Source: an optimization exercise on an open RTL-to-GDS flow (aim: small area). Production flows keep margins and buffers that such runs may drop. At most, simulation tests tie the RTL to the original design; equivalence was not proved. No functional check of the RTL was part of runs 2 to 4. Power figures rest on the tool's default switching activity, not on a simulated workload.

File: design/flow/config.mk
export PLATFORM = sky130hd
export DESIGN_NAME = calc
export DESIGN_NICKNAME = calc
export VERILOG_FILES = /design/flow/design.v
export SDC_FILE = /design/flow/constraint.sdc
export NUM_CORES = 4
export LEC_CHECK = 0
export CAP_MARGIN = 0
export CORE_MARGIN = 2
export CORE_UTILIZATION = 40
export CTS_BUF_LIST = sky130_fd_sc_hd__clkbuf_8
export GPL_TIMING_DRIVEN = 0
export SLEW_MARGIN = 0
export SYNTH_HIERARCHICAL = 1
File: design/flow/design.v
`timescale 1ns / 1ps
module calc(clk, rst, validIn, dataIn, dataOut);
input clk, rst, validIn;
input  [15:0] dataIn;
output [15:0] dataOut;
reg [1:0] state;
reg [15:0] num1;
reg [15:0] dataOut;
wire inA = ~state[1] & ~state[0];
wire inB = state[0];
wire inC = state[1];
wire opAdd = dataOut[0];
wire isOp  = (dataIn[15:2] == 14'd0);
wire isInc  = isOp & dataIn[1] & dataIn[0];
wire selN   = (inB & ~(validIn & isInc)) | (inC & ~validIn);
wire selX   = inA | (inC & validIn & ~opAdd);
wire selOne = validIn & ((inC & opAdd) | (inB & isInc));
wire [15:0] mb;
assign mb[0] = (selN & num1[0]) | (selX & dataIn[0]) | selOne;
genvar gj;
generate for (gj = 1; gj < 16; gj = gj + 1) begin : g_mb
    ao22 u_mb (.a(selN), .b(num1[gj]), .c(selX), .d(dataIn[gj]), .y(mb[gj]));
end endgenerate
wire injHi = inC & opAdd;
wire injLo = inB | (inC & opAdd);
wire [15:0] prodN;
    wire pp_0_0;
    nd2 u_pp_0_0 (.a(num1[0]), .b(mb[0]), .y(pp_0_0));
    wire pp_1_0;
    nd2 u_pp_1_0 (.a(num1[1]), .b(mb[0]), .y(pp_1_0));
    wire pp_2_0;
    nd2 u_pp_2_0 (.a(num1[2]), .b(mb[0]), .y(pp_2_0));
    wire pp_3_0;
    nd2 u_pp_3_0 (.a(num1[3]), .b(mb[0]), .y(pp_3_0));
    wire pp_4_0;
    nd2 u_pp_4_0 (.a(num1[4]), .b(mb[0]), .y(pp_4_0));
    wire pp_5_0;
    nd2 u_pp_5_0 (.a(num1[5]), .b(mb[0]), .y(pp_5_0));
    wire pp_6_0;
    nd2 u_pp_6_0 (.a(num1[6]), .b(mb[0]), .y(pp_6_0));
    wire pp_7_0;
    nd2 u_pp_7_0 (.a(num1[7]), .b(mb[0]), .y(pp_7_0));
    wire pp_8_0;
    nd2 u_pp_8_0 (.a(num1[8]), .b(mb[0]), .y(pp_8_0));
    wire pp_9_0;
    nd2 u_pp_9_0 (.a(num1[9]), .b(mb[0]), .y(pp_9_0));
    wire pp_10_0;
    nd2 u_pp_10_0 (.a(num1[10]), .b(mb[0]), .y(pp_10_0));
    wire pp_11_0;
    nd2 u_pp_11_0 (.a(num1[11]), .b(mb[0]), .y(pp_11_0));
    wire pp_12_0;
    nd2 u_pp_12_0 (.a(num1[12]), .b(mb[0]), .y(pp_12_0));
    wire pp_13_0;
    nd2 u_pp_13_0 (.a(num1[13]), .b(mb[0]), .y(pp_13_0));
    wire pp_14_0;
    nd2 u_pp_14_0 (.a(num1[14]), .b(mb[0]), .y(pp_14_0));
    wire pp_15_0;
    nd2 u_pp_15_0 (.a(num1[15]), .b(mb[0]), .y(pp_15_0));
    wire pp_0_1;
    assign pp_0_1 = ~((num1[0] & mb[1]) | (dataIn[1] & injHi));
    wire pp_1_1;
    assign pp_1_1 = ~((num1[1] & mb[1]) | (dataIn[2] & injHi));
    wire pp_2_1;
    assign pp_2_1 = ~((num1[2] & mb[1]) | (dataIn[3] & injHi));
    wire pp_3_1;
    assign pp_3_1 = ~((num1[3] & mb[1]) | (dataIn[4] & injHi));
    wire pp_4_1;
    assign pp_4_1 = ~((num1[4] & mb[1]) | (dataIn[5] & injHi));
    wire pp_5_1;
    assign pp_5_1 = ~((num1[5] & mb[1]) | (dataIn[6] & injHi));
    wire pp_6_1;
    assign pp_6_1 = ~((num1[6] & mb[1]) | (dataIn[7] & injHi));
    wire pp_7_1;
    assign pp_7_1 = ~((num1[7] & mb[1]) | (dataIn[8] & injHi));
    wire pp_8_1;
    assign pp_8_1 = ~((num1[8] & mb[1]) | (dataIn[9] & injHi));
    wire pp_9_1;
    assign pp_9_1 = ~((num1[9] & mb[1]) | (dataIn[10] & injHi));
    wire pp_10_1;
    assign pp_10_1 = ~((num1[10] & mb[1]) | (dataIn[11] & injHi));
    wire pp_11_1;
    assign pp_11_1 = ~((num1[11] & mb[1]) | (dataIn[12] & injHi));
    wire pp_12_1;
    assign pp_12_1 = ~((num1[12] & mb[1]) | (dataIn[13] & injHi));
    wire pp_13_1;
    assign pp_13_1 = ~((num1[13] & mb[1]) | (dataIn[14] & injHi));
    wire pp_14_1;
    assign pp_14_1 = ~((num1[14] & mb[1]) | (dataIn[15] & injHi));
    wire pp_0_2;
    nd2 u_pp_0_2 (.a(num1[0]), .b(mb[2]), .y(pp_0_2));
    wire pp_1_2;
    nd2 u_pp_1_2 (.a(num1[1]), .b(mb[2]), .y(pp_1_2));
    wire pp_2_2;
    nd2 u_pp_2_2 (.a(num1[2]), .b(mb[2]), .y(pp_2_2));
    wire pp_3_2;
    nd2 u_pp_3_2 (.a(num1[3]), .b(mb[2]), .y(pp_3_2));
    wire pp_4_2;
    nd2 u_pp_4_2 (.a(num1[4]), .b(mb[2]), .y(pp_4_2));
    wire pp_5_2;
    nd2 u_pp_5_2 (.a(num1[5]), .b(mb[2]), .y(pp_5_2));
    wire pp_6_2;
    nd2 u_pp_6_2 (.a(num1[6]), .b(mb[2]), .y(pp_6_2));
    wire pp_7_2;
    nd2 u_pp_7_2 (.a(num1[7]), .b(mb[2]), .y(pp_7_2));
    wire pp_8_2;
    nd2 u_pp_8_2 (.a(num1[8]), .b(mb[2]), .y(pp_8_2));
    wire pp_9_2;
    nd2 u_pp_9_2 (.a(num1[9]), .b(mb[2]), .y(pp_9_2));
    wire pp_10_2;
    nd2 u_pp_10_2 (.a(num1[10]), .b(mb[2]), .y(pp_10_2));
    wire pp_11_2;
    nd2 u_pp_11_2 (.a(num1[11]), .b(mb[2]), .y(pp_11_2));
    wire pp_12_2;
    nd2 u_pp_12_2 (.a(num1[12]), .b(mb[2]), .y(pp_12_2));
    wire pp_13_2;
    nd2 u_pp_13_2 (.a(num1[13]), .b(mb[2]), .y(pp_13_2));
    wire pp_0_3;
    nd2 u_pp_0_3 (.a(num1[0]), .b(mb[3]), .y(pp_0_3));
    wire pp_1_3;
    nd2 u_pp_1_3 (.a(num1[1]), .b(mb[3]), .y(pp_1_3));
    wire pp_2_3;
    nd2 u_pp_2_3 (.a(num1[2]), .b(mb[3]), .y(pp_2_3));
    wire pp_3_3;
    nd2 u_pp_3_3 (.a(num1[3]), .b(mb[3]), .y(pp_3_3));
    wire pp_4_3;
    nd2 u_pp_4_3 (.a(num1[4]), .b(mb[3]), .y(pp_4_3));
    wire pp_5_3;
    nd2 u_pp_5_3 (.a(num1[5]), .b(mb[3]), .y(pp_5_3));
    wire pp_6_3;
    nd2 u_pp_6_3 (.a(num1[6]), .b(mb[3]), .y(pp_6_3));
    wire pp_7_3;
    nd2 u_pp_7_3 (.a(num1[7]), .b(mb[3]), .y(pp_7_3));
    wire pp_8_3;
    nd2 u_pp_8_3 (.a(num1[8]), .b(mb[3]), .y(pp_8_3));
    wire pp_9_3;
    nd2 u_pp_9_3 (.a(num1[9]), .b(mb[3]), .y(pp_9_3));
    wire pp_10_3;
    nd2 u_pp_10_3 (.a(num1[10]), .b(mb[3]), .y(pp_10_3));
    wire pp_11_3;
    nd2 u_pp_11_3 (.a(num1[11]), .b(mb[3]), .y(pp_11_3));
    wire pp_12_3;
    nd2 u_pp_12_3 (.a(num1[12]), .b(mb[3]), .y(pp_12_3));
    wire pp_0_4;
    nd2 u_pp_0_4 (.a(num1[0]), .b(mb[4]), .y(pp_0_4));
    wire pp_1_4;
    nd2 u_pp_1_4 (.a(num1[1]), .b(mb[4]), .y(pp_1_4));
    wire pp_2_4;
    nd2 u_pp_2_4 (.a(num1[2]), .b(mb[4]), .y(pp_2_4));
    wire pp_3_4;
    nd2 u_pp_3_4 (.a(num1[3]), .b(mb[4]), .y(pp_3_4));
    wire pp_4_4;
    nd2 u_pp_4_4 (.a(num1[4]), .b(mb[4]), .y(pp_4_4));
    wire pp_5_4;
    nd2 u_pp_5_4 (.a(num1[5]), .b(mb[4]), .y(pp_5_4));
    wire pp_6_4;
    nd2 u_pp_6_4 (.a(num1[6]), .b(mb[4]), .y(pp_6_4));
    wire pp_7_4;
    nd2 u_pp_7_4 (.a(num1[7]), .b(mb[4]), .y(pp_7_4));
    wire pp_8_4;
    nd2 u_pp_8_4 (.a(num1[8]), .b(mb[4]), .y(pp_8_4));
    wire pp_9_4;
    nd2 u_pp_9_4 (.a(num1[9]), .b(mb[4]), .y(pp_9_4));
    wire pp_10_4;
    nd2 u_pp_10_4 (.a(num1[10]), .b(mb[4]), .y(pp_10_4));
    wire pp_11_4;
    nd2 u_pp_11_4 (.a(num1[11]), .b(mb[4]), .y(pp_11_4));
    wire pp_0_5;
    nd2 u_pp_0_5 (.a(num1[0]), .b(mb[5]), .y(pp_0_5));
    wire pp_1_5;
    nd2 u_pp_1_5 (.a(num1[1]), .b(mb[5]), .y(pp_1_5));
    wire pp_2_5;
    nd2 u_pp_2_5 (.a(num1[2]), .b(mb[5]), .y(pp_2_5));
    wire pp_3_5;
    nd2 u_pp_3_5 (.a(num1[3]), .b(mb[5]), .y(pp_3_5));
    wire pp_4_5;
    nd2 u_pp_4_5 (.a(num1[4]), .b(mb[5]), .y(pp_4_5));
    wire pp_5_5;
    nd2 u_pp_5_5 (.a(num1[5]), .b(mb[5]), .y(pp_5_5));
    wire pp_6_5;
    nd2 u_pp_6_5 (.a(num1[6]), .b(mb[5]), .y(pp_6_5));
    wire pp_7_5;
    nd2 u_pp_7_5 (.a(num1[7]), .b(mb[5]), .y(pp_7_5));
    wire pp_8_5;
    nd2 u_pp_8_5 (.a(num1[8]), .b(mb[5]), .y(pp_8_5));
    wire pp_9_5;
    nd2 u_pp_9_5 (.a(num1[9]), .b(mb[5]), .y(pp_9_5));
    wire pp_10_5;
    nd2 u_pp_10_5 (.a(num1[10]), .b(mb[5]), .y(pp_10_5));
    wire pp_0_6;
    nd2 u_pp_0_6 (.a(num1[0]), .b(mb[6]), .y(pp_0_6));
    wire pp_1_6;
    nd2 u_pp_1_6 (.a(num1[1]), .b(mb[6]), .y(pp_1_6));
    wire pp_2_6;
    nd2 u_pp_2_6 (.a(num1[2]), .b(mb[6]), .y(pp_2_6));
    wire pp_3_6;
    nd2 u_pp_3_6 (.a(num1[3]), .b(mb[6]), .y(pp_3_6));
    wire pp_4_6;
    nd2 u_pp_4_6 (.a(num1[4]), .b(mb[6]), .y(pp_4_6));
    wire pp_5_6;
    nd2 u_pp_5_6 (.a(num1[5]), .b(mb[6]), .y(pp_5_6));
    wire pp_6_6;
    nd2 u_pp_6_6 (.a(num1[6]), .b(mb[6]), .y(pp_6_6));
    wire pp_7_6;
    nd2 u_pp_7_6 (.a(num1[7]), .b(mb[6]), .y(pp_7_6));
    wire pp_8_6;
    nd2 u_pp_8_6 (.a(num1[8]), .b(mb[6]), .y(pp_8_6));
    wire pp_9_6;
    nd2 u_pp_9_6 (.a(num1[9]), .b(mb[6]), .y(pp_9_6));
    wire pp_0_7;
    nd2 u_pp_0_7 (.a(num1[0]), .b(mb[7]), .y(pp_0_7));
    wire pp_1_7;
    nd2 u_pp_1_7 (.a(num1[1]), .b(mb[7]), .y(pp_1_7));
    wire pp_2_7;
    nd2 u_pp_2_7 (.a(num1[2]), .b(mb[7]), .y(pp_2_7));
    wire pp_3_7;
    nd2 u_pp_3_7 (.a(num1[3]), .b(mb[7]), .y(pp_3_7));
    wire pp_4_7;
    nd2 u_pp_4_7 (.a(num1[4]), .b(mb[7]), .y(pp_4_7));
    wire pp_5_7;
    nd2 u_pp_5_7 (.a(num1[5]), .b(mb[7]), .y(pp_5_7));
    wire pp_6_7;
    nd2 u_pp_6_7 (.a(num1[6]), .b(mb[7]), .y(pp_6_7));
    wire pp_7_7;
    nd2 u_pp_7_7 (.a(num1[7]), .b(mb[7]), .y(pp_7_7));
    wire pp_8_7;
    nd2 u_pp_8_7 (.a(num1[8]), .b(mb[7]), .y(pp_8_7));
    wire pp_0_8;
    nd2 u_pp_0_8 (.a(num1[0]), .b(mb[8]), .y(pp_0_8));
    wire pp_1_8;
    nd2 u_pp_1_8 (.a(num1[1]), .b(mb[8]), .y(pp_1_8));
    wire pp_2_8;
    nd2 u_pp_2_8 (.a(num1[2]), .b(mb[8]), .y(pp_2_8));
    wire pp_3_8;
    nd2 u_pp_3_8 (.a(num1[3]), .b(mb[8]), .y(pp_3_8));
    wire pp_4_8;
    nd2 u_pp_4_8 (.a(num1[4]), .b(mb[8]), .y(pp_4_8));
    wire pp_5_8;
    nd2 u_pp_5_8 (.a(num1[5]), .b(mb[8]), .y(pp_5_8));
    wire pp_6_8;
    nd2 u_pp_6_8 (.a(num1[6]), .b(mb[8]), .y(pp_6_8));
    wire pp_7_8;
    nd2 u_pp_7_8 (.a(num1[7]), .b(mb[8]), .y(pp_7_8));
    wire pp_0_9;
    nd2 u_pp_0_9 (.a(num1[0]), .b(mb[9]), .y(pp_0_9));
    wire pp_1_9;
    nd2 u_pp_1_9 (.a(num1[1]), .b(mb[9]), .y(pp_1_9));
    wire pp_2_9;
    nd2 u_pp_2_9 (.a(num1[2]), .b(mb[9]), .y(pp_2_9));
    wire pp_3_9;
    nd2 u_pp_3_9 (.a(num1[3]), .b(mb[9]), .y(pp_3_9));
    wire pp_4_9;
    nd2 u_pp_4_9 (.a(num1[4]), .b(mb[9]), .y(pp_4_9));
    wire pp_5_9;
    nd2 u_pp_5_9 (.a(num1[5]), .b(mb[9]), .y(pp_5_9));
    wire pp_6_9;
    nd2 u_pp_6_9 (.a(num1[6]), .b(mb[9]), .y(pp_6_9));
    wire pp_0_10;
    nd2 u_pp_0_10 (.a(num1[0]), .b(mb[10]), .y(pp_0_10));
    wire pp_1_10;
    nd2 u_pp_1_10 (.a(num1[1]), .b(mb[10]), .y(pp_1_10));
    wire pp_2_10;
    nd2 u_pp_2_10 (.a(num1[2]), .b(mb[10]), .y(pp_2_10));
    wire pp_3_10;
    nd2 u_pp_3_10 (.a(num1[3]), .b(mb[10]), .y(pp_3_10));
    wire pp_4_10;
    nd2 u_pp_4_10 (.a(num1[4]), .b(mb[10]), .y(pp_4_10));
    wire pp_5_10;
    nd2 u_pp_5_10 (.a(num1[5]), .b(mb[10]), .y(pp_5_10));
    wire pp_0_11;
    nd2 u_pp_0_11 (.a(num1[0]), .b(mb[11]), .y(pp_0_11));
    wire pp_1_11;
    nd2 u_pp_1_11 (.a(num1[1]), .b(mb[11]), .y(pp_1_11));
    wire pp_2_11;
    nd2 u_pp_2_11 (.a(num1[2]), .b(mb[11]), .y(pp_2_11));
    wire pp_3_11;
    nd2 u_pp_3_11 (.a(num1[3]), .b(mb[11]), .y(pp_3_11));
    wire pp_4_11;
    nd2 u_pp_4_11 (.a(num1[4]), .b(mb[11]), .y(pp_4_11));
    wire pp_0_12;
    nd2 u_pp_0_12 (.a(num1[0]), .b(mb[12]), .y(pp_0_12));
    wire pp_1_12;
    nd2 u_pp_1_12 (.a(num1[1]), .b(mb[12]), .y(pp_1_12));
    wire pp_2_12;
    nd2 u_pp_2_12 (.a(num1[2]), .b(mb[12]), .y(pp_2_12));
    wire pp_3_12;
    nd2 u_pp_3_12 (.a(num1[3]), .b(mb[12]), .y(pp_3_12));
    wire pp_0_13;
    nd2 u_pp_0_13 (.a(num1[0]), .b(mb[13]), .y(pp_0_13));
    wire pp_1_13;
    nd2 u_pp_1_13 (.a(num1[1]), .b(mb[13]), .y(pp_1_13));
    wire pp_2_13;
    nd2 u_pp_2_13 (.a(num1[2]), .b(mb[13]), .y(pp_2_13));
    wire pp_0_14;
    nd2 u_pp_0_14 (.a(num1[0]), .b(mb[14]), .y(pp_0_14));
    wire pp_1_14;
    nd2 u_pp_1_14 (.a(num1[1]), .b(mb[14]), .y(pp_1_14));
    wire pp_0_15;
    nd2 u_pp_0_15 (.a(num1[0]), .b(mb[15]), .y(pp_0_15));
    wire pp_inj0 = ~(dataIn[0] & injLo);
    wire s1;
    xn2 u_s1 (.a(pp_2_0), .b(pp_1_1), .y(s1));
    wire c2 = pp_2_0 | pp_1_1;
    wire s3, c4;
    fa u_s3 (.a(pp_3_0), .b(pp_2_1), .c(pp_1_2), .s(s3), .co(c4));
    wire s5;
    xn2 u_s5 (.a(pp_0_3), .b(c2), .y(s5));
    wire c6 = pp_0_3 | c2;
    wire s7, c8;
    fa u_s7 (.a(pp_4_0), .b(pp_3_1), .c(pp_2_2), .s(s7), .co(c8));
    wire s9, c10;
    fa u_s9 (.a(pp_1_3), .b(pp_0_4), .c(c6), .s(s9), .co(c10));
    wire s11;
    xn2 u_s11 (.a(c4), .b(s7), .y(s11));
    wire c12 = c4 | s7;
    wire s13, c14;
    fa u_s13 (.a(pp_5_0), .b(pp_4_1), .c(pp_3_2), .s(s13), .co(c14));
    wire s15, c16;
    fa u_s15 (.a(pp_2_3), .b(pp_1_4), .c(pp_0_5), .s(s15), .co(c16));
    wire s17, c18;
    fa u_s17 (.a(c8), .b(s13), .c(s15), .s(s17), .co(c18));
    wire s19;
    xn2 u_s19 (.a(c12), .b(c10), .y(s19));
    wire c20 = c12 | c10;
    wire s21, c22;
    fa u_s21 (.a(pp_6_0), .b(pp_5_1), .c(pp_4_2), .s(s21), .co(c22));
    wire s23, c24;
    fa u_s23 (.a(pp_3_3), .b(pp_2_4), .c(pp_1_5), .s(s23), .co(c24));
    wire s25, c26;
    fa u_s25 (.a(pp_0_6), .b(c14), .c(c16), .s(s25), .co(c26));
    wire s27, c28;
    fa u_s27 (.a(s21), .b(s23), .c(c18), .s(s27), .co(c28));
    wire s29;
    xn2 u_s29 (.a(s25), .b(c20), .y(s29));
    wire c30 = s25 | c20;
    wire s31, c32;
    fa u_s31 (.a(pp_7_0), .b(pp_6_1), .c(pp_5_2), .s(s31), .co(c32));
    wire s33, c34;
    fa u_s33 (.a(pp_4_3), .b(pp_3_4), .c(pp_2_5), .s(s33), .co(c34));
    wire s35, c36;
    fa u_s35 (.a(pp_1_6), .b(pp_0_7), .c(c22), .s(s35), .co(c36));
    wire s37, c38;
    fa u_s37 (.a(c24), .b(s31), .c(s33), .s(s37), .co(c38));
    wire s39, c40;
    fa u_s39 (.a(c26), .b(s35), .c(s37), .s(s39), .co(c40));
    wire s41;
    xn2 u_s41 (.a(c30), .b(c28), .y(s41));
    wire c42 = c30 | c28;
    wire s43, c44;
    fa u_s43 (.a(pp_8_0), .b(pp_7_1), .c(pp_6_2), .s(s43), .co(c44));
    wire s45, c46;
    fa u_s45 (.a(pp_5_3), .b(pp_4_4), .c(pp_3_5), .s(s45), .co(c46));
    wire s47, c48;
    fa u_s47 (.a(pp_2_6), .b(pp_1_7), .c(pp_0_8), .s(s47), .co(c48));
    wire s49, c50;
    fa u_s49 (.a(c32), .b(c34), .c(s43), .s(s49), .co(c50));
    wire s51, c52;
    fa u_s51 (.a(s45), .b(s47), .c(c36), .s(s51), .co(c52));
    wire s53, c54;
    fa u_s53 (.a(c38), .b(s49), .c(s51), .s(s53), .co(c54));
    wire s55;
    xn2 u_s55 (.a(c40), .b(c42), .y(s55));
    wire c56 = c40 | c42;
    wire s57, c58;
    fa u_s57 (.a(pp_9_0), .b(pp_8_1), .c(pp_7_2), .s(s57), .co(c58));
    wire s59, c60;
    fa u_s59 (.a(pp_6_3), .b(pp_5_4), .c(pp_4_5), .s(s59), .co(c60));
    wire s61, c62;
    fa u_s61 (.a(pp_3_6), .b(pp_2_7), .c(pp_1_8), .s(s61), .co(c62));
    wire s63, c64;
    fa u_s63 (.a(pp_0_9), .b(c44), .c(c46), .s(s63), .co(c64));
    wire s65, c66;
    fa u_s65 (.a(c48), .b(s57), .c(s59), .s(s65), .co(c66));
    wire s67, c68;
    fa u_s67 (.a(s61), .b(c50), .c(s63), .s(s67), .co(c68));
    wire s69, c70;
    fa u_s69 (.a(s65), .b(c52), .c(s67), .s(s69), .co(c70));
    wire s71;
    xn2 u_s71 (.a(c54), .b(c56), .y(s71));
    wire c72 = c54 | c56;
    wire s73, c74;
    fa u_s73 (.a(pp_10_0), .b(pp_9_1), .c(pp_8_2), .s(s73), .co(c74));
    wire s75, c76;
    fa u_s75 (.a(pp_7_3), .b(pp_6_4), .c(pp_5_5), .s(s75), .co(c76));
    wire s77, c78;
    fa u_s77 (.a(pp_4_6), .b(pp_3_7), .c(pp_2_8), .s(s77), .co(c78));
    wire s79, c80;
    fa u_s79 (.a(pp_1_9), .b(pp_0_10), .c(c58), .s(s79), .co(c80));
    wire s81, c82;
    fa u_s81 (.a(c60), .b(c62), .c(s73), .s(s81), .co(c82));
    wire s83, c84;
    fa u_s83 (.a(s75), .b(s77), .c(c64), .s(s83), .co(c84));
    wire s85, c86;
    fa u_s85 (.a(c66), .b(s79), .c(s81), .s(s85), .co(c86));
    wire s87, c88;
    fa u_s87 (.a(c68), .b(s83), .c(s85), .s(s87), .co(c88));
    wire s89;
    xn2 u_s89 (.a(c70), .b(c72), .y(s89));
    wire c90 = c70 | c72;
    wire s91, c92;
    fa u_s91 (.a(pp_11_0), .b(pp_10_1), .c(pp_9_2), .s(s91), .co(c92));
    wire s93, c94;
    fa u_s93 (.a(pp_8_3), .b(pp_7_4), .c(pp_6_5), .s(s93), .co(c94));
    wire s95, c96;
    fa u_s95 (.a(pp_5_6), .b(pp_4_7), .c(pp_3_8), .s(s95), .co(c96));
    wire s97, c98;
    fa u_s97 (.a(pp_2_9), .b(pp_1_10), .c(pp_0_11), .s(s97), .co(c98));
    wire s99, c100;
    fa u_s99 (.a(c74), .b(c76), .c(c78), .s(s99), .co(c100));
    wire s101, c102;
    fa u_s101 (.a(s91), .b(s93), .c(s95), .s(s101), .co(c102));
    wire s103, c104;
    fa u_s103 (.a(s97), .b(c80), .c(c82), .s(s103), .co(c104));
    wire s105, c106;
    fa u_s105 (.a(s99), .b(s101), .c(c84), .s(s105), .co(c106));
    wire s107, c108;
    fa u_s107 (.a(c86), .b(s103), .c(s105), .s(s107), .co(c108));
    wire s109;
    xn2 u_s109 (.a(c88), .b(c90), .y(s109));
    wire c110 = c88 | c90;
    wire s111, c112;
    fa u_s111 (.a(pp_12_0), .b(pp_11_1), .c(pp_10_2), .s(s111), .co(c112));
    wire s113, c114;
    fa u_s113 (.a(pp_9_3), .b(pp_8_4), .c(pp_7_5), .s(s113), .co(c114));
    wire s115, c116;
    fa u_s115 (.a(pp_6_6), .b(pp_5_7), .c(pp_4_8), .s(s115), .co(c116));
    wire s117, c118;
    fa u_s117 (.a(pp_3_9), .b(pp_2_10), .c(pp_1_11), .s(s117), .co(c118));
    wire s119, c120;
    fa u_s119 (.a(pp_0_12), .b(c92), .c(c94), .s(s119), .co(c120));
    wire s121, c122;
    fa u_s121 (.a(c96), .b(c98), .c(s111), .s(s121), .co(c122));
    wire s123, c124;
    fa u_s123 (.a(s113), .b(s115), .c(s117), .s(s123), .co(c124));
    wire s125, c126;
    fa u_s125 (.a(c100), .b(c102), .c(s119), .s(s125), .co(c126));
    wire s127, c128;
    fa u_s127 (.a(s121), .b(s123), .c(c104), .s(s127), .co(c128));
    wire s129, c130;
    fa u_s129 (.a(s125), .b(c106), .c(s127), .s(s129), .co(c130));
    wire s131;
    xn2 u_s131 (.a(c108), .b(s129), .y(s131));
    wire c132 = c108 | s129;
    wire s133, c134;
    fa u_s133 (.a(pp_13_0), .b(pp_12_1), .c(pp_11_2), .s(s133), .co(c134));
    wire s135, c136;
    fa u_s135 (.a(pp_10_3), .b(pp_9_4), .c(pp_8_5), .s(s135), .co(c136));
    wire s137, c138;
    fa u_s137 (.a(pp_7_6), .b(pp_6_7), .c(pp_5_8), .s(s137), .co(c138));
    wire s139, c140;
    fa u_s139 (.a(pp_4_9), .b(pp_3_10), .c(pp_2_11), .s(s139), .co(c140));
    wire s141, c142;
    fa u_s141 (.a(pp_1_12), .b(pp_0_13), .c(c112), .s(s141), .co(c142));
    wire s143, c144;
    fa u_s143 (.a(c114), .b(c116), .c(c118), .s(s143), .co(c144));
    wire s145, c146;
    fa u_s145 (.a(s133), .b(s135), .c(s137), .s(s145), .co(c146));
    wire s147, c148;
    fa u_s147 (.a(s139), .b(c120), .c(c122), .s(s147), .co(c148));
    wire s149, c150;
    fa u_s149 (.a(c124), .b(s141), .c(s143), .s(s149), .co(c150));
    wire s151, c152;
    fa u_s151 (.a(s145), .b(c126), .c(s147), .s(s151), .co(c152));
    wire s153, c154;
    fa u_s153 (.a(s149), .b(c128), .c(s151), .s(s153), .co(c154));
    wire s155;
    xn2 u_s155 (.a(c130), .b(s153), .y(s155));
    wire c156 = c130 | s153;
    wire s157, c158;
    fa u_s157 (.a(pp_14_0), .b(pp_13_1), .c(pp_12_2), .s(s157), .co(c158));
    wire s159, c160;
    fa u_s159 (.a(pp_11_3), .b(pp_10_4), .c(pp_9_5), .s(s159), .co(c160));
    wire s161, c162;
    fa u_s161 (.a(pp_8_6), .b(pp_7_7), .c(pp_6_8), .s(s161), .co(c162));
    wire s163, c164;
    fa u_s163 (.a(pp_5_9), .b(pp_4_10), .c(pp_3_11), .s(s163), .co(c164));
    wire s165, c166;
    fa u_s165 (.a(pp_2_12), .b(pp_1_13), .c(pp_0_14), .s(s165), .co(c166));
    wire s167, c168;
    fa u_s167 (.a(c134), .b(c136), .c(c138), .s(s167), .co(c168));
    wire s169, c170;
    fa u_s169 (.a(c140), .b(s157), .c(s159), .s(s169), .co(c170));
    wire s171, c172;
    fa u_s171 (.a(s161), .b(s163), .c(s165), .s(s171), .co(c172));
    wire s173, c174;
    fa u_s173 (.a(c142), .b(c144), .c(c146), .s(s173), .co(c174));
    wire s175, c176;
    fa u_s175 (.a(s167), .b(s169), .c(s171), .s(s175), .co(c176));
    wire s177, c178;
    fa u_s177 (.a(c148), .b(c150), .c(s173), .s(s177), .co(c178));
    wire s179, c180;
    fa u_s179 (.a(s175), .b(c152), .c(s177), .s(s179), .co(c180));
    wire s181;
    xn2 u_s181 (.a(c154), .b(s179), .y(s181));
    wire c182 = c154 | s179;
    wire t183;
    xn2 u_t183 (.a(pp_15_0), .b(pp_14_1), .y(t183));
    wire s184;
    xn2 u_s184 (.a(t183), .b(pp_13_2), .y(s184));
    wire t185;
    xn2 u_t185 (.a(pp_12_3), .b(pp_11_4), .y(t185));
    wire s186;
    xn2 u_s186 (.a(t185), .b(pp_10_5), .y(s186));
    wire t187;
    xn2 u_t187 (.a(pp_9_6), .b(pp_8_7), .y(t187));
    wire s188;
    xn2 u_s188 (.a(t187), .b(pp_7_8), .y(s188));
    wire t189;
    xn2 u_t189 (.a(pp_6_9), .b(pp_5_10), .y(t189));
    wire s190;
    xn2 u_s190 (.a(t189), .b(pp_4_11), .y(s190));
    wire t191;
    xn2 u_t191 (.a(pp_3_12), .b(pp_2_13), .y(t191));
    wire s192;
    xn2 u_s192 (.a(t191), .b(pp_1_14), .y(s192));
    wire t193;
    xn2 u_t193 (.a(pp_0_15), .b(s184), .y(t193));
    wire s194;
    xn2 u_s194 (.a(t193), .b(s186), .y(s194));
    wire t195;
    xn2 u_t195 (.a(s188), .b(s190), .y(t195));
    wire s196;
    xn2 u_s196 (.a(t195), .b(s192), .y(s196));
    wire t197;
    xn2 u_t197 (.a(c158), .b(c160), .y(t197));
    wire s198;
    xn2 u_s198 (.a(t197), .b(c162), .y(s198));
    wire t199;
    xn2 u_t199 (.a(c164), .b(c166), .y(t199));
    wire s200;
    xn2 u_s200 (.a(t199), .b(s194), .y(s200));
    wire t201;
    xn2 u_t201 (.a(s196), .b(s198), .y(t201));
    wire s202;
    xn2 u_s202 (.a(t201), .b(c168), .y(s202));
    wire t203;
    xn2 u_t203 (.a(c170), .b(c172), .y(t203));
    wire s204;
    xn2 u_s204 (.a(t203), .b(s200), .y(s204));
    wire t205;
    xn2 u_t205 (.a(s202), .b(c174), .y(t205));
    wire s206;
    xn2 u_s206 (.a(t205), .b(s204), .y(s206));
    wire t207;
    xn2 u_t207 (.a(c176), .b(s206), .y(t207));
    wire s208;
    xn2 u_s208 (.a(t207), .b(c178), .y(s208));
    wire t209;
    xn2 u_t209 (.a(s208), .b(c180), .y(t209));
    wire s210;
    xn2 u_s210 (.a(t209), .b(c182), .y(s210));
    wire s211;
    xn2 u_s211 (.a(pp_0_0), .b(pp_inj0), .y(s211));
    wire c212 = pp_0_0 | pp_inj0;
    wire s213, c214;
    fa u_s213 (.a(pp_1_0), .b(pp_0_1), .c(c212), .s(s213), .co(c214));
    wire s215, c216;
    fa u_s215 (.a(pp_0_2), .b(s1), .c(c214), .s(s215), .co(c216));
    wire s217, c218;
    fa u_s217 (.a(s5), .b(s3), .c(c216), .s(s217), .co(c218));
    wire s219, c220;
    fa u_s219 (.a(s11), .b(s9), .c(c218), .s(s219), .co(c220));
    wire s221, c222;
    fa u_s221 (.a(s19), .b(s17), .c(c220), .s(s221), .co(c222));
    wire s223, c224;
    fa u_s223 (.a(s29), .b(s27), .c(c222), .s(s223), .co(c224));
    wire s225, c226;
    fa u_s225 (.a(s41), .b(s39), .c(c224), .s(s225), .co(c226));
    wire s227, c228;
    fa u_s227 (.a(s55), .b(s53), .c(c226), .s(s227), .co(c228));
    wire s229, c230;
    fa u_s229 (.a(s71), .b(s69), .c(c228), .s(s229), .co(c230));
    wire s231, c232;
    fa u_s231 (.a(s87), .b(s89), .c(c230), .s(s231), .co(c232));
    wire s233, c234;
    fa u_s233 (.a(s107), .b(s109), .c(c232), .s(s233), .co(c234));
    wire s235, c236;
    fa u_s235 (.a(c110), .b(s131), .c(c234), .s(s235), .co(c236));
    wire s237;
    xn2 u_s237 (.a(c132), .b(s155), .y(s237));
    wire c238 = c132 | s155;
    wire s239, c240;
    fa u_s239 (.a(c156), .b(s181), .c(c238), .s(s239), .co(c240));
    wire s241;
    xn2 u_s241 (.a(s210), .b(c240), .y(s241));
    wire s242 = c132 ^ s155;
    wire c243 = c132 & s155;
    wire s244, c245;
    fa u_s244 (.a(c156), .b(s181), .c(c243), .s(s244), .co(c245));
    wire s246;
    xn2 u_s246 (.a(s210), .b(c245), .y(s246));
    wire m247 = c236 ? s237 : s242;
    wire m248 = c236 ? s239 : s244;
    wire m249 = c236 ? s241 : s246;
    assign prodN = {m249, m248, m247, s235, s233, s231, s229, s227, s225, s223, s221, s219, s217, s215, s213, s211};
wire selRes = inC | (inB & isOp & dataIn[1]);
wire [1:0] stn = inB ? (isOp ? (dataIn[1] ? 2'b00 : 2'b10) : 2'b01) : (inC ? 2'b00 : 2'b01);
wire ld    = validIn & ~rst;
wire sResN = ~(ld & selRes);
wire sIn   = ld & ~selRes;
wire sOld  = ~validIn & ~rst;
wire [15:0] dNext;
genvar gi;
generate for (gi = 0; gi < 16; gi = gi + 1) begin : g_out
    omux u_omux (.pn(prodN[gi]), .x(dataIn[gi]), .q(dataOut[gi]),
                 .s1n(sResN), .s2(sIn), .s3(sOld), .d(dNext[gi]));
end endgenerate
always @(posedge clk) begin
    num1 <= mb;
    if (rst)
        state <= 2'b00;
    else if (validIn)
        state <= stn;
    dataOut <= dNext;
end
endmodule
module fa(input a, input b, input c, output s, output co);
assign s = a ^ b ^ c;
assign co = (a & b) | (a & c) | (b & c);
endmodule
module xn2(input a, input b, output y);
assign y = ~(a ^ b);
endmodule
module omux(input pn, input x, input q, input s1n, input s2, input s3, output d);
assign d = ~((s1n | pn) & ~((x & s2) | (q & s3)));
endmodule
module nd2(input a, input b, output y);
assign y = ~(a & b);
endmodule
module ao22n(input a, input b, input c, input d, output y);
assign y = ~((a & b) | (c & d));
endmodule
module ao22(input a, input b, input c, input d, output y);
assign y = (a & b) | (c & d);
endmodule
File: design/flow/standard.sh
#!/bin/bash
# synth_recipe.tcl (not shown) runs the flow's synth.tcl, then flattens the netlist and writes it again
# the make line also repeats each setting of config.mk as NAME=value (left out here)
make -C /OpenROAD-flow-scripts/flow DESIGN_CONFIG=/design/flow/config.mk WORK_HOME=/design/flow/orfs CLKGATE_MAP_FILE= SYNTH_SCRIPT=/design/flow/synth_recipe.tcl "${@:-finish}"
File: design/flow/flow/run.sh
#!/bin/bash
# Layout flow: the standard layout (standard.sh) with these changes:
# - the port buffers that global placement puts on every input and output
#   port are made from the smallest buffer cell (the resizer still upsizes
#   any that needs more drive);
# - clock tree synthesis adds no dummy loads (they only balance the leaf
#   buffers' loads and take area);
# - after global routing, ORFS's power recovery (repair_timing
#   -recover_power) downsizes gates on paths that have slack to spare.
# Every tool's output goes to standard.log here, and ORFS's own logs.
export BUFFER_PORTS_ARGS="-buffer_cell sky130_fd_sc_hd__buf_1"
export CTS_ARGS="-sink_clustering_enable -repair_clock_nets -buf_list sky130_fd_sc_hd__clkbuf_8 -dont_use_dummy_load"
export RECOVER_POWER=100
bash standard.sh finish > standard.log 2>&1
File: design/flow/constraint.sdc
create_clock -name core_clock -period 8.0 [get_ports {clk}]
set_input_delay 1.6000 -clock core_clock [delete_from_list [all_inputs] [get_ports {clk}]]
set_output_delay 1.6000 -clock core_clock [all_outputs]
set_load 0.01 [all_outputs]
==> impl_metrics.toml, run 1 <==
[clock_tree]
cts_buffers = 5
clock_path_buffers = 2
cts_tree = "yes"
h-tree-depth = 2
cts_hold_buf = 0
root_buffer = "clkbuf_8"
clkSlewWorstSetupHoldPaths_ns = 0.06
clock-sinks = 34
clk_latency_ns = 0.29

[power]
ir_drop_uv = 703.4
power.leakage_uw = 0.001502
power.density_nw_per_um2 = 533.2

[global_routing]
met2_usage = 0.3576
grt_max_degree = 18
grt_pass1_vias = 3491
met1_usage = 0.2942
busiest_layer = "met2"
grt_pass1_wl_mm = 18.35
antenna_found_initial = 0
grt_usage = 0.2128
grtUsageMet3 = 0.02452
grt-ovfl-total = 0

[drt]
drtPass1Iterations = 4
vias_per_cell = 5.589
drc = 0
drt_iter0_markers = 274
ant_nets = 0
vias = 3314
drt-total-wl_mm = 11.21
wl_per_cell_um = 18.90

[logic_synthesis]
synth_compound_area_frac = 0.1222
synth_adder_area_share = 0.4438
synth_xor_area_frac = 0.09369
ys_warn_count = 7
synth_mux_area_frac = 0.008031
ys_seq_elements = 34
synth_cells = 415
synth_edf_count = 0
synth.net_count = 528
syn_area_per_cell_um2 = 10.14
synth_top_family_by_area = "adder cells"
seq_area_frac_synth = 0.1618
synth.distinct_cells = 34
synthArstFlopShare = 0
synth_area_um2 = 4207
synth-simple-area-share = 0.1588
synthFlopType = "dfxtp_1"

[placement]
post-dp-hpwl_mm = 8.515
postPlaceCellArea_um2 = 4536
io_buffers = 33
finalWeightedCongestion = 0.8681
place_ws_ns = -0.7744

[cells_and_area]
final_common_cell = "nand2_1"
seqCellArea_um2 = 680.7
diodes = 0
layout_common_cells = "nand2_1 (124), fa_1 (83), xnor2_1 (45)"
postLayoutCellArea_um2 = 4697
fillers = 1015
post-route-util = 0.4570
final_net_count = 572
multi_input_area_um2 = 3561
drive_above_1_share = 0.1007
area_growth_pct = 11.66

[timing]
clock.fmax_ghz = 0.1286
setup_ws_ns = 0.2265
hold_viol = 0
maxSlewHeadroom = 0.1730
setup_violations = 0
slew_viol_final = 0
whs_ns = 0.5036
worst_slew_pin_slew_ns = 1.236
rsz0062_at_grt = "false"
fin_skew_ns = 0.02184
post-route-period-util = 0.9717
period_needed_ns = 7.773

[setup_path]
critPathKind = "in -> reg"
required_ns = 8.20
crit_path_max_fanout = 10
cp-end-kind = "flop"
worst-endpoint-arrival_ns = 7.97
start_kind = "primary input"

[floorplanning]
io_pins = 35
start_util = 0.4093
coreArea_um2 = 10280
die_area_um2 = 11350
die_width_um = 106.6
core.rowCount = 37
fp.dieH_um = 106.6

[job]
maxCapViolCount = 0

[min_path]
hp-class = "reg -> reg"

[outcome]
status = "timing/DRC/antenna clean"
[report_power, final]
part / switching (µW) / internal (µW)
clock network: 60.5 / 56.1
logic: 1050 / 1120
registers: 38.1 / 185
total: 1150 / 1360
[cells in the mapped netlist, types with 2 or more instances]
master	number	area (µm²)
and2_1	2	12.51
ha_1	2	25.02
o21ai_1	16	80.08
nor2_1	6	22.52
dfxtp_1	34	680.7
a21oi_1	2	10.01
nand2_1	124	465.5
inv_1	5	18.77
mux2_2	3	33.78
clkbuf_1	6	22.52
nor4_1	3	18.77
nand4b_1	2	17.52
or3_1	2	12.51
a22oi_1	31	232.7
xnor2_1	45	394.1
a22o_1	15	131.4
fa_1	92	1842
or2_2	8	50.05
or3_4	2	22.52
[final timing paths]
kind,slack (ns),to,cells past startpoint,startpoint
worst max-delay path,0.23,dataOut[14],22,dataIn[13]
worst min register to register,0.50,dataOut[12],2,dataOut[12]
worst max register to register,1.19,dataOut[14],21,state[1]
worst min-delay path,0.50,dataOut[12],2,dataOut[12]
[modules after synthesis (local to each module, per instance)]
module  cells  area, µm²  flip-flops and latches
ao22        1      8.758                       0
xn2         1      8.758                       0
calc      110       1185                      34
fa          1      20.02                       0
omux        2      12.51                       0
nd2         1      3.754                       0
[critical path: stages]
cell	delay [ns]
buf_1	0.14
nor4_2	0.31
and4_1	0.23
buf_4	0.14
nand3_1	0.09
a21o_4	0.24
a22o_4	0.29
clkbuf_8	0.17
a22oi_2	0.19
fa_1	0.46
fa_2	0.38
fa_2	0.35
fa_2	0.35
fa_2	0.35
fa_2	0.35
fa_1	0.38
fa_1	0.39
fa_2	0.37
fa_2	0.35
fa_2	0.41
mux2_2	0.29
o21ai_1	0.13
[metrics by stage]
step           instances  TNS (ns)  total power (µW)
6_report             593         0              2504
5_1_grt              593         0              2787
4_1_cts              593         0              2573
3_5_place_dp         585    -3.132              2400
3_3_place_gp         584    -3.011              2339
2_1_floorplan        415         0              1922
[logic make-up (layout without fill, tap and decap cells)]
logic type,Yosys count,count (layout)
flops,34,34
mux,3,3
buf+inv,12,54
fa+ha+maj,94,94
xor+xnor,45,45
simple gates,155,155
compound gates,72,72
[flip-flops by register name (all words and copies together) (netlist names)]
name     count
state        2
dataOut     16
num1        16
[area by class of cell]
cell class | instances | share of cell area
plain buffers | 7 | 0.009323
clock buffers | 5 | 0.01465
inverters | 5 | 0.003996
multi-input cells | 369 | 0.7581
flip-flops and latches | 34 | 0.1449
well taps | 136 | 0.03623
repair buffers | 37 | 0.03277
[layer usage]
| metal | up-vias | wire [µm] |
|---|---|---|
| li1 | 1477 | - |
| met1 | 1722 | 4887 |
| met2 | 102 | 5593 |
| met3 | 13 | 543 |
| met4 | 0 | 182 |
| met5 | - | 0 |
[timing repair]
item / in CTS / in global routing
setup endpoints to repair: 4 / 4
gates resized for setup: 14 / 7
buffers inserted: 3 / 0
pin swaps: 6 / 4
==> inputs of run 2 (changes only) <==
--- a/design/flow/design.v
+++ b/design/flow/design.v
@@ -575,7 +575,7 @@
     fa u_s233 (.a(s107), .b(s109), .c(c232), .s(s233), .co(c234));
-    wire s235, c236;
-    fa u_s235 (.a(c110), .b(s131), .c(c234), .s(s235), .co(c236));
-    wire s237;
-    xn2 u_s237 (.a(c132), .b(s155), .y(s237));
-    wire c238 = c132 | s155;
+    wire s235;
+    xn2 u_s235 (.a(c110), .b(s131), .y(s235));
+    wire c236 = c110 | s131;
+    wire s237, c238;
+    fa u_s237 (.a(c132), .b(s155), .c(c236), .s(s237), .co(c238));
     wire s239, c240;
@@ -584,12 +584,15 @@
     xn2 u_s241 (.a(s210), .b(c240), .y(s241));
-    wire s242 = c132 ^ s155;
-    wire c243 = c132 & s155;
+    wire s242 = c110 ^ s131;
+    wire c243 = c110 & s131;
     wire s244, c245;
-    fa u_s244 (.a(c156), .b(s181), .c(c243), .s(s244), .co(c245));
-    wire s246;
-    xn2 u_s246 (.a(s210), .b(c245), .y(s246));
-    wire m247 = c236 ? s237 : s242;
-    wire m248 = c236 ? s239 : s244;
-    wire m249 = c236 ? s241 : s246;
-    assign prodN = {m249, m248, m247, s235, s233, s231, s229, s227, s225, s223, s221, s219, s217, s215, s213, s211};
+    fa u_s244 (.a(c132), .b(s155), .c(c243), .s(s244), .co(c245));
+    wire s246, c247;
+    fa u_s246 (.a(c156), .b(s181), .c(c245), .s(s246), .co(c247));
+    wire s248;
+    xn2 u_s248 (.a(s210), .b(c247), .y(s248));
+    wire m249 = c234 ? s235 : s242;
+    wire m250 = c234 ? s237 : s244;
+    wire m251 = c234 ? s239 : s246;
+    wire m252 = c234 ? s241 : s248;
+    assign prodN = {m252, m251, m250, m249, s233, s231, s229, s227, s225, s223, s221, s219, s217, s215, s213, s211};
 wire selRes = inC | (inB & isOp & dataIn[1]);
==> run 2 against run 1 <==
Net effect:
- count of clock-buffer cells in the layout stayed put
- register-to-register slack worse by 0.09 ns
- worst hold slack worse by 0.0073 ns
- sequential power hardly changed
- global-route usage is 0.56 points lower
- highest routed layer unchanged
==> impl_metrics.toml, run 2 <==
[clock_tree]
cts_tree = "yes"
clock-sinks = 34
root_buffer = "clkbuf_8"
cts_buffers = 5
clock_path_buffers = 2
clk_latency_ns = 0.30
clkSlewWorstSetupHoldPaths_ns = 0.06
h-tree-depth = 2

[global_routing]
grt_pass1_wl_mm = 18.24
grt-ovfl-total = 0
antenna_found_initial = 0
grt_pass1_vias = 3604
grt_max_degree = 18
grt_usage = 0.2072

[power]
ir_drop_uv = 683.0
power.leakage_uw = 0.001506
power.density_nw_per_um2 = 538.1
power_uw = 2534

[cells_and_area]
post-route-util = 0.4562
layout_common_cells = "nand2_1 (124), fa_1 (91), xnor2_1 (45)"
final_net_count = 577
final_common_cell = "nand2_1"
multi_input_area_um2 = 3572
drive_above_1_share = 0.08677
diodes = 0
reg_top3 = "dataOut (16), num1 (16), state (2)"
fillers = 964
seqCellArea_um2 = 680.7
area_growth_pct = 11.13

[logic_synthesis]
synthArstFlopShare = 0
synth_area_um2 = 4238
ys_warn_count = 7
synth_top_area_frac = 0.4393
synthFlopType = "dfxtp_1"
ys_top_cells_by_area = "fa_1 (44%), dfxtp_1 (16%), nand2_1 (11%)"
synth_common_cells = "nand2_1 (124), fa_1 (93), xnor2_1 (45)"
synth_edf_count = 0
synth_cells = 417
synth.net_count = 531
ys_seq_elements = 34
seq_area_frac_synth = 0.1606
synth.distinct_cells = 34
synth.most_common_cell = "nand2_1"
synth_largest_area_cell = "fa_1"
syn_area_per_cell_um2 = 10.16

[setup_path]
worst-path-buf-inv = 1
crit_top_cell = "fa_1"
path_delay_family = "adder cells"
critPathMaxStageDelay_ns = 0.44
required_ns = 8.21
crit_path_max_fanout = 5
path_cells = "buf_1, nor4_2, and4_4, and2_0, a221o_2, nand2_1, or2_2, fa_1, fa_1, fa_1, fa_1, fa_1, fa_1, fa_1, fa_1, fa_1, fa_2, fa_2, mux2_2, o21ai_1"
rrSetupSlack_ns = 1.10
start_kind = "primary input"
cp-end-kind = "flop"
cp_slowest_cell = "fa_2"
worst-endpoint-arrival_ns = 7.99
critPathKind = "in -> reg"

[drt]
drtPass1Iterations = 4
drt-total-wl_mm = 11.00
vias_per_cell = 5.583
vias = 3333
ant_nets = 0
drc = 0
wl_per_cell_um = 18.43
drt_iter0_markers = 207

[floorplanning]
coreArea_um2 = 10320
io_pins = 35
die_area_um2 = 11430
core.rowCount = 37
start_util = 0.4105
die_width_um = 106.9
fp.dieH_um = 106.9

[timing]
hold_viol = 0
fin_skew_ns = 0.02805
worst_slew_pin_slew_ns = 1.256
whs_ns = 0.4962
setup_violations = 0
slew_viol_final = 0
clock.fmax_ghz = 0.1285
post-route-period-util = 0.9724
maxSlewHeadroom = 0.1598
period_needed_ns = 7.779
rsz0062_at_grt = "false"
tns_ns = 0
setup_ws_ns = 0.2205

[placement]
place_ws_ns = -0.9563
io_buffers = 33
finalWeightedCongestion = 0.8394
post-dp-hpwl_mm = 8.318

[min_path]
hp-class = "reg -> reg"

[job]
maxCapViolCount = 0

[outcome]
status = "timing/DRC/antenna clean"
[run 2: modules after synthesis, one instance, submodules excluded]
module / cells inside / area, µm² / flops+latches
ao22: 1 / 8.758 / 0
calc: 111 / 1196 / 34
fa: 1 / 20.02 / 0
nd2: 1 / 3.754 / 0
omux: 2 / 12.51 / 0
xn2: 1 / 8.758 / 0
[run 2: final cells by class]
cell class,instances,area share
repair buffers,40,0.03666
inverters,4,0.003188
well taps,136,0.03613
multi-input cells,372,0.7585
plain buffers,6,0.006376
clock buffers,5,0.01461
flip-flops and latches,34,0.1445
[run 2: cell families after synthesis]
| group | share of synthesized area |
|---|---|
| multiplexers | 0.01063 |
| AO/OA/AOI/OAI | 0.1214 |
| AND/OR/NAND/NOR | 0.1586 |
| flip-flops | 0.1606 |
| buffers and inverters | 0.01063 |
| adder cells (fa/ha/maj) | 0.4452 |
| XOR/XNOR | 0.09300 |
[run 2: timing repair]
action / CTS / global route
setup buffers: 1 / 5
hold buffers: 0 / 0
endpoints found under the hold margin: 0 / 0
endpoints found under the setup margin: 5 / 5
pin swaps: 2 / 6
gates resized for setup: 12 / 5
[run 2: where the power goes]
part / switching, µW / leakage [µW] / total (µW) / internal (µW)
Clock: 63.0 / 0.0000359 / 119 / 56.2
Sequential: 37.6 / 0.000283 / 223 / 185
Combinational: 1080 / 0.00119 / 2190 / 1110
[run 2: worst paths after layout]
| path | startpoint | depth (start not counted) | to |
|---|---|---|---|
| max reg2reg | state[1] | 20 | dataOut[15] |
| max | dataIn[14] | 20 | dataOut[15] |
| min reg2reg | dataOut[10] | 2 | dataOut[10] |
| min | dataOut[10] | 2 | dataOut[10] |
[run 2: through the flow]
| step | instances | cell area [µm²] |
|---|---|---|
| 6_report | 597 | 4710 |
| 3_5_place_dp | 587 | 4554 |
| 5_1_grt | 597 | 4710 |
| 3_3_place_gp | 586 | 4538 |
| 2_1_floorplan | 417 | 4244 |
| 4_1_cts | 592 | 4666 |
[run 2: tightest hold or removal path, delay by kind of cell (launching register included)]
family	cells	cell delay (ns)
AOI/OAI and AO/OA	2	0.15
DFF	1	0.32
[run 2: layer usage]
metal / wire [µm] / global-route usage
met5: 0 / 0
met4: 230 / 0.06772
met3: 679 / 0.03708
met2: 5342 / 0.3508
met1: 4750 / 0.2700
==> inputs of run 3 (changes only) <==
--- a/design/flow/design.v
+++ b/design/flow/design.v
@@ -575,5 +575,4 @@
     fa u_s233 (.a(s107), .b(s109), .c(c232), .s(s233), .co(c234));
-    wire s235;
-    xn2 u_s235 (.a(c110), .b(s131), .y(s235));
-    wire c236 = c110 | s131;
+    wire s235, c236;
+    fa u_s235 (.a(c110), .b(s131), .c(c234), .s(s235), .co(c236));
     wire s237, c238;
@@ -584,15 +583,3 @@
     xn2 u_s241 (.a(s210), .b(c240), .y(s241));
-    wire s242 = c110 ^ s131;
-    wire c243 = c110 & s131;
-    wire s244, c245;
-    fa u_s244 (.a(c132), .b(s155), .c(c243), .s(s244), .co(c245));
-    wire s246, c247;
-    fa u_s246 (.a(c156), .b(s181), .c(c245), .s(s246), .co(c247));
-    wire s248;
-    xn2 u_s248 (.a(s210), .b(c247), .y(s248));
-    wire m249 = c234 ? s235 : s242;
-    wire m250 = c234 ? s237 : s244;
-    wire m251 = c234 ? s239 : s246;
-    wire m252 = c234 ? s241 : s248;
-    assign prodN = {m252, m251, m250, m249, s233, s231, s229, s227, s225, s223, s221, s219, s217, s215, s213, s211};
+    assign prodN = {s241, s239, s237, s235, s233, s231, s229, s227, s225, s223, s221, s219, s217, s215, s213, s211};
 wire selRes = inC | (inB & isOp & dataIn[1]);
==> design/flow/flow/run.sh (replaced) <==
#!/bin/bash
# Layout flow: the standard layout (standard.sh) with two changes:
# - the port buffers that global placement puts on every input and output
#   port are made from the smallest buffer cell (the resizer still upsizes
#   any that needs more drive);
# - clock tree synthesis adds no dummy loads (they only balance the leaf
#   buffers' loads and take area).
# Every tool's output goes to standard.log here, and ORFS's own logs.
export BUFFER_PORTS_ARGS="-buffer_cell sky130_fd_sc_hd__buf_1"
export CTS_ARGS="-sink_clustering_enable -repair_clock_nets -buf_list sky130_fd_sc_hd__clkbuf_8 -dont_use_dummy_load"
bash standard.sh finish > standard.log 2>&1
--- a/design/flow/config.mk
+++ b/design/flow/config.mk
@@ -11,3 +11,2 @@
 export CTS_BUF_LIST = sky130_fd_sc_hd__clkbuf_8
-export GPL_TIMING_DRIVEN = 0
 export SLEW_MARGIN = 0
==> run 3 against run 2 <==
Net effect:
- register-to-register slack improved by 0.04 ns
- critical endpoint is now dataOut[14]
- via count up 3.0%
- synthesized cell count is 3.1% lower
- first-iteration DRC count is 22% higher
- sequential cell count did not move
- count of clock-buffer cells in the layout stayed put
- clock power is essentially flat
- still clean on timing, DRC and antenna
- wire length up 7.1%
- worst setup slack got worse by 0.12 ns
==> impl_metrics.toml, run 3 <==
[outcome]
status = "timing/DRC/antenna clean"

[timing]
clock.fmax_ghz = 0.1265
post-route-period-util = 0.9879
slew_viol_final = 0
rsz0062_at_grt = "true"
whs_ns = 0.5029
period_needed_ns = 7.904
worst_slew_pin_slew_ns = 1.238
maxSlewHeadroom = 0.1714
setup_ws_ns = 0.09650
hold_viol = 0
fin_skew_ns = 0.02263
setup_violations = 0

[drt]
drt_iter0_markers = 252
vias_per_cell = 5.557
wl_per_cell_um = 19.06
drc = 0
drtPass1Iterations = 5
vias = 3434
drt-total-wl_mm = 11.78
ant_nets = 0

[placement]
io_buffers = 34
placedCellCount = 613
postPlaceCellArea_um2 = 4830
finalWeightedCongestion = 0.8743
post-dp-hpwl_mm = 9.247
place_ws_ns = -0.4089

[clock_tree]
root_buffer = "clkbuf_8"
cts_hold_buf = 0
clk_latency_ns = 0.29
clkSlewWorstSetupHoldPaths_ns = 0.08
h-tree-depth = 2
post_cts_buffers = 0
cts_tree = "yes"
cts_buffers = 5
clock_path_buffers = 2
clock-sinks = 34

[setup_path]
r2r_start = "state[0]"
rrSetupSlack_ns = 1.14
startpoint = "dataIn[3]"
cp-end-kind = "flop"
critPathKind = "in -> reg"
worstReg2RegEnd = "dataOut[14]"
crit_path_max_fanout = 7
required_ns = 8.17
start_kind = "primary input"
worst-endpoint-arrival_ns = 8.07
rr_worst_depth = 21

[floorplanning]
die_width_um = 105.5
coreArea_um2 = 10180
io_pins = 35
core.rowCount = 37
fp.dieH_um = 105.5
die_area_um2 = 11130
start_util = 0.4047

[power]
p_sw_frac = 0.4613
power.density_nw_per_um2 = 423.6
p_int_uw = 1144
clkPwrFrac = 0.056
p_seq_frac = 0.103
power_frac_comb = 0.841
power.leakage_uw = 0.001679
p_sw_uw = 979.5
ir_drop_uv = 470.8

[cells_and_area]
final_net_count = 595
final_common_cell = "nand2_1"
postLayoutCellArea_um2 = 5014
reg_top3 = "dataOut (16), num1 (16), state (2)"
area_growth_pct = 21.65
post-route-util = 0.4923
drive_above_1_share = 0.2095
layout_common_cells = "nand2_1 (122), fa_1 (77), buf_4 (45)"
diodes = 0
fin_cells = 618

[logic_synthesis]
synth_cells = 404
synthArstFlopShare = 0
synth.most_common_cell = "nand2_1"
synthFlopType = "dfxtp_1"
synth_area_um2 = 4121
synth_edf_count = 0
synth_largest_area_cell = "fa_1"
ys_warn_count = 7
synth.net_count = 515
syn_area_per_cell_um2 = 10.20
synth.distinct_cells = 35
ys_seq_elements = 34
ys_top_cells_by_area = "fa_1 (45%), dfxtp_1 (17%), nand2_1 (11%)"
synth_common_cells = "nand2_1 (124), fa_1 (92), xnor2_1 (43)"
seq_area_frac_synth = 0.1651
synth_top_area_frac = 0.4469

[global_routing]
grt_pass1_vias = 3615
grt_usage = 0.2222
grt_pass1_wl_mm = 18.91
antenna_found_initial = 0
grt-ovfl-total = 0
grt_max_degree = 18

[job]
maxCapViolCount = 0

[min_path]
hp-class = "reg -> reg"
holdPathEnd = "dataOut[9]"
min_from = "dataOut[9]"
min_path_cells = 2
## run 3: cell count changes in the layout (fill, tap and decap cells not counted), sizes merged, moves of 2 or more
cell,previous run,this run
inv,4,1
nor2,7,5
xnor2,45,43
buf,39,79
ha,2,0
mux2,4,0
clkbuf,12,6
## run 3: timing repair
item,CTS,global route
pin swaps,2,4
endpoints found under the setup margin,2,2
hold endpoints to repair,0,0
resized for setup,8,25
## run 3: layout make-up
| class | count | area [µm²] |
|---|---|---|
| clock buffers | 5 | 68.82 |
| well taps | 136 | 170.2 |
| repair buffers | 80 | 511.7 |
| flip-flops and latches | 34 | 680.7 |
| inverters | 1 | 3.754 |
| fillers | 977 | 5171 |
| multi-input cells | 362 | 3578 |
## run 3: power by group through the flow
stage          clock [µW]  sequential (µW)  combinational, µW
2_1_floorplan           0              213               1340
3_3_place_gp            0              221               1760
3_5_place_dp            0              222               1790
4_1_cts               120              218               1800
5_1_grt               128              222               2000
6_report              119              219               1790
## run 3: worst max path at each step
stage	end	slack, ns
CTS	dataOut[14]	0.01
detailed placement	dataOut[14]	-0.41
global route	dataOut[15]	-0.05
finish	dataOut[14]	0.1
floorplan	dataOut[14]	-0.04
global placement	dataOut[14]	-0.29
## run 3: worst max-delay path, stage by stage
cell     delay, ns
buf_8         0.10
nor4_4        0.25
buf_4         0.15
and4_4        0.25
nand3_2       0.09
a21o_4        0.23
a22o_4        0.27
buf_4         0.17
a22oi_2       0.20
fa_1          0.47
fa_1          0.42
fa_1          0.48
fa_2          0.38
fa_2          0.34
fa_2          0.35
fa_2          0.34
fa_2          0.35
fa_2          0.34
fa_2          0.35
fa_2          0.34
fa_2          0.52
o21ai_1       0.06
## run 3: metrics by stage
stage          power, µW  setup TNS [ns]
6_report            2124               0
5_1_grt             2349        -0.07292
4_1_cts             2141               0
3_5_place_dp        2012         -0.8886
3_3_place_gp        1980         -0.5506
2_1_floorplan       1550        -0.03503
## run 3: cell families (layout without fill, tap and decap cells)
kind of cell,after synthesis,after routing,synth area share
AO/OA/AOI/OAI,73,73,0.1260
flip-flops,34,34,0.1651
AND/OR/NAND/NOR,154,154,0.1624
adder cells (fa/ha/maj),92,92,0.4469
buffers and inverters,8,86,0.008196
XOR/XNOR,43,43,0.09138
## run 3: per-module statistics from Yosys (local to each module, per instance)
module  times used  area (µm²)
xn2             43       8.758
nd2            121       3.754
calc             1        1117
omux            16       12.51
ao22            15       8.758
fa              92       20.02
## run 3: metal layers
metal,vias to the layer above,global-route usage,share of wire
met3,22,0.02783,0.058
li1,1530,-,-
met1,1744,0.2875,0.40
met5,-,0,0
met4,0,0.07425,0.028
met2,138,0.3866,0.51
==> inputs of run 4 (changes only) <==
--- a/design/flow/design.v
+++ b/design/flow/design.v
@@ -579,7 +579,14 @@
     fa u_s237 (.a(c132), .b(s155), .c(c236), .s(s237), .co(c238));
-    wire s239, c240;
-    fa u_s239 (.a(c156), .b(s181), .c(c238), .s(s239), .co(c240));
+    wire s239;
+    xn2 u_s239 (.a(c156), .b(s181), .y(s239));
+    wire c240 = c156 | s181;
     wire s241;
     xn2 u_s241 (.a(s210), .b(c240), .y(s241));
-    assign prodN = {s241, s239, s237, s235, s233, s231, s229, s227, s225, s223, s221, s219, s217, s215, s213, s211};
+    wire s242 = c156 ^ s181;
+    wire c243 = c156 & s181;
+    wire s244;
+    xn2 u_s244 (.a(s210), .b(c243), .y(s244));
+    wire m245 = c238 ? s239 : s242;
+    wire m246 = c238 ? s241 : s244;
+    assign prodN = {m246, m245, s237, s235, s233, s231, s229, s227, s225, s223, s221, s219, s217, s215, s213, s211};
 wire selRes = inC | (inB & isOp & dataIn[1]);
--- a/design/flow/config.mk
+++ b/design/flow/config.mk
@@ -11,2 +11,3 @@
 export CTS_BUF_LIST = sky130_fd_sc_hd__clkbuf_8
+export GPL_TIMING_DRIVEN = 0
 export SLEW_MARGIN = 0
==> run 4 against run 3 <==
Net effect:
- still clean on timing, DRC and antenna
- maximum frequency increased by 0.58%
- die area increased by 1.3%
- sequential share of layout area increased by 0.35 points
- critical path depth increased by 1
- critical endpoint unchanged
==> impl_metrics.toml, run 4 <==
[outcome]
status = "timing/DRC/antenna clean"

[cells_and_area]
postLayoutCellArea_um2 = 4888
seqCellArea_um2 = 680.7
final_common_cell = "nand2_1"
fillers = 948
diodes = 0
layout_common_cells = "nand2_1 (122), fa_1 (78), xnor2_1 (45)"
multi_input_area_um2 = 3643
reg_top3 = "dataOut (16), num1 (16), state (2)"
drive_above_1_share = 0.1555
post-route-util = 0.4778
area_growth_pct = 17.01
final_net_count = 577

[global_routing]
grt_max_degree = 18
grt_usage = 0.2102
antenna_found_initial = 0
grt_pass1_vias = 3499
grt_pass1_wl_mm = 18.28
grt-ovfl-total = 0

[placement]
postPlaceCellArea_um2 = 4537
finalWeightedCongestion = 0.8413
post-dp-hpwl_mm = 8.306
io_buffers = 34
place_ws_ns = -0.9241

[logic_synthesis]
synth_mux_area_frac = 0.005391
synth_compound_area_frac = 0.1243
synth.most_common_cell = "nand2_1"
ys_seq_elements = 34
syn_area_per_cell_um2 = 10.14
synthArstFlopShare = 0
synth_area_um2 = 4178
synth_top_area_frac = 0.4361
synth_edf_count = 0
synth-simple-area-share = 0.1602
ys_warn_count = 7
synth.net_count = 524
seq_area_frac_synth = 0.1629
synthFlopType = "dfxtp_1"
synth_cells = 412
synth_largest_area_cell = "fa_1"
synth_common_cells = "nand2_1 (124), fa_1 (91), xnor2_1 (45)"
synth_adder_area_share = 0.4420
ys_top_cells_by_area = "fa_1 (44%), dfxtp_1 (16%), nand2_1 (11%)"
synth_top_family_by_area = "adder cells"
synth_xor_area_frac = 0.09434
synth.distinct_cells = 37

[setup_path]
cp-end-kind = "flop"
required_ns = 8.23
start_kind = "primary input"
critPathKind = "in -> reg"
crit_path_max_fanout = 5
worst-endpoint-arrival_ns = 8.09

[timing]
fin_skew_ns = 0.02214
rsz0062_at_grt = "true"
post-route-period-util = 0.9822
worst_slew_pin_slew_ns = 1.291
slew_viol_final = 0
clock.fmax_ghz = 0.1273
hold_viol = 0
setup_ws_ns = 0.1424
setup_violations = 0
period_needed_ns = 7.858
maxSlewHeadroom = 0.1362

[drt]
wl_per_cell_um = 19.08
drtPass1Iterations = 5
vias_per_cell = 5.628
ant_nets = 0
vias = 3371
drt-total-wl_mm = 11.43
drc = 0
drt_iter0_markers = 264

[clock_tree]
clock-sinks = 34
root_buffer = "clkbuf_8"
clkSlewWorstSetupHoldPaths_ns = 0.08
cts_tree = "yes"
cts_hold_buf = 0
h-tree-depth = 2
clk_latency_ns = 0.29
cts_buffers = 5
clock_path_buffers = 2

[floorplanning]
die_area_um2 = 11280
core.rowCount = 37
start_util = 0.4083
fp.dieH_um = 106.2
io_pins = 35
coreArea_um2 = 10230
die_width_um = 106.2

[power]
power.density_nw_per_um2 = 490.9
p_sw_frac = 0.4500
p_seq_frac = 0.093
power.leakage_uw = 0.001598
p_sw_uw = 1080
power_frac_comb = 0.858
p_int_uw = 1320
ir_drop_uv = 542.7
clkPwrFrac = 0.048
power_uw = 2400

[job]
maxCapViolCount = 0

[min_path]
hp-class = "reg -> reg"
[run 4: changes by cell type after synthesis, sizes merged]
cell   change
fa         -1
ha         +2
inv        +3
mux2       +2
xnor2      +2
[run 4: power groups by stage]
stage / Clock, µW / Sequential (µW) / Combinational [µW]
6_report: 116 / 223 / 2060
5_1_grt: 126 / 226 / 2330
4_1_cts: 120 / 221 / 2070
3_5_place_dp: 0 / 225 / 2040
3_3_place_gp: 0 / 225 / 2000
2_1_floorplan: 0 / 212 / 1610
[run 4: cell families after synthesis]
| family | count (synthesis) |
|---|---|
| buf+inv | 11 |
| compound gates | 73 |
| mux | 2 |
| simple gates | 154 |
| fa+ha+maj | 93 |
| flops | 34 |
| xor+xnor | 45 |
[run 4: cell type report]
class                      instances  share of cell area
multi-input combinational        367              0.7453
sequential                        34              0.1392
timing repair buffer              46             0.05093
tap                              136             0.03481
clock buffer                       5             0.01408
buffer                             7             0.01254
inverter                           4            0.003071
[run 4: worst paths after layout]
check             start           to  slack, ns  depth (start not counted)
min          dataOut[8]   dataOut[8]       0.50                          2
min reg2reg  dataOut[8]   dataOut[8]       0.50                          2
max          dataIn[12]  dataOut[14]       0.14                         23
max reg2reg    state[0]  dataOut[14]       1.04                         22
[run 4: modules after synthesis, one instance, submodules excluded]
module / times used / cell area, µm²
ao22: 15 / 8.758
calc: 1 / 1176
nd2: 121 / 3.754
fa: 91 / 20.02
omux: 16 / 12.51
xn2: 45 / 8.758
[run 4: routing by layer]
metal | vias to the layer above | wire length, µm | track usage
met3 | 14 | 674 | 0.02514
met4 | 0 | 176 | 0.05733
li1 | 1490 | - | -
met5 | - | 0 | 0
met1 | 1733 | 4963 | 0.2974
met2 | 134 | 5612 | 0.3434
[run 4: worst max-delay path, cell delays in order]
cell	delay, ns
buf_2	0.13
nor4_4	0.25
and4_1	0.25
clkbuf_8	0.16
nand3_4	0.08
a21o_4	0.23
a22o_4	0.27
clkbuf_16	0.15
a22oi_2	0.17
fa_1	0.47
fa_2	0.36
fa_2	0.35
fa_2	0.35
fa_2	0.36
fa_2	0.34
fa_2	0.35
fa_2	0.35
fa_2	0.35
fa_2	0.34
fa_2	0.38
fa_2	0.37
mux2_4	0.30
o21ai_1	0.10
[run 4: per-stage QoR]
step | hold slack (ns) | TNS, ns | cells
after global placement | 0.4795 | -2.826 | 582
after CTS | 0.5010 | 0 | 596
final | 0.5010 | 0 | 599
after global routing | 0.5212 | -0.01779 | 599
after detailed placement | 0.4879 | -3.214 | 582
after floorplan | 0.4726 | 0 | 412
[run 4: what timing repair did]
item	CTS	global route
endpoints found under the hold margin	0	0
setup buffers	9	3
setup endpoints to repair	4	3
gates resized for setup	25	28
pin swaps	8	6
cloned	0	0

==> separate check: timing with driven ports <==
In the flow no input, the clock included, has a driving cell. The finished layouts below were timed again as built, in two steps.
Step 1: set_driving_cell puts a clkbuf_16 on clk and a buf_2 on each other input, an assumption about the parent block.
Step 2 adds t to the input delays and takes it off the output delays; t is the mean of the earliest and latest rising clock arrival at the registers after step 1. Input paths then give back, and output paths get back, about the clock's delay inside the block.
a / b / c = ideal ports / drivers / drivers and shift; a / b = the first two.
| run | t, ns | setup slack, ns | worst setup path after step 2 | slew at the worst register clock pin (ns) |
|---|---|---|---|---|
| run 1 | 0.315 | 0.227 / 0.235 / -0.080 | input to register | 0.08 / 0.08 |
| run 2 | 0.320 | 0.221 / 0.232 / -0.088 | input to register | 0.09 / 0.09 |
| run 3 | 0.312 | 0.096 / 0.090 / -0.223 | input to register | 0.08 / 0.08 |
| run 4 | 0.311 | 0.142 / 0.147 / -0.164 | input to register | 0.08 / 0.08 |
Met with ideal ports but missed after step 2: setup timing in every run listed. For run 3, which loses most, drivers alone change the setup slack by -0.006 ns; drivers and shift together by -0.319 ns.
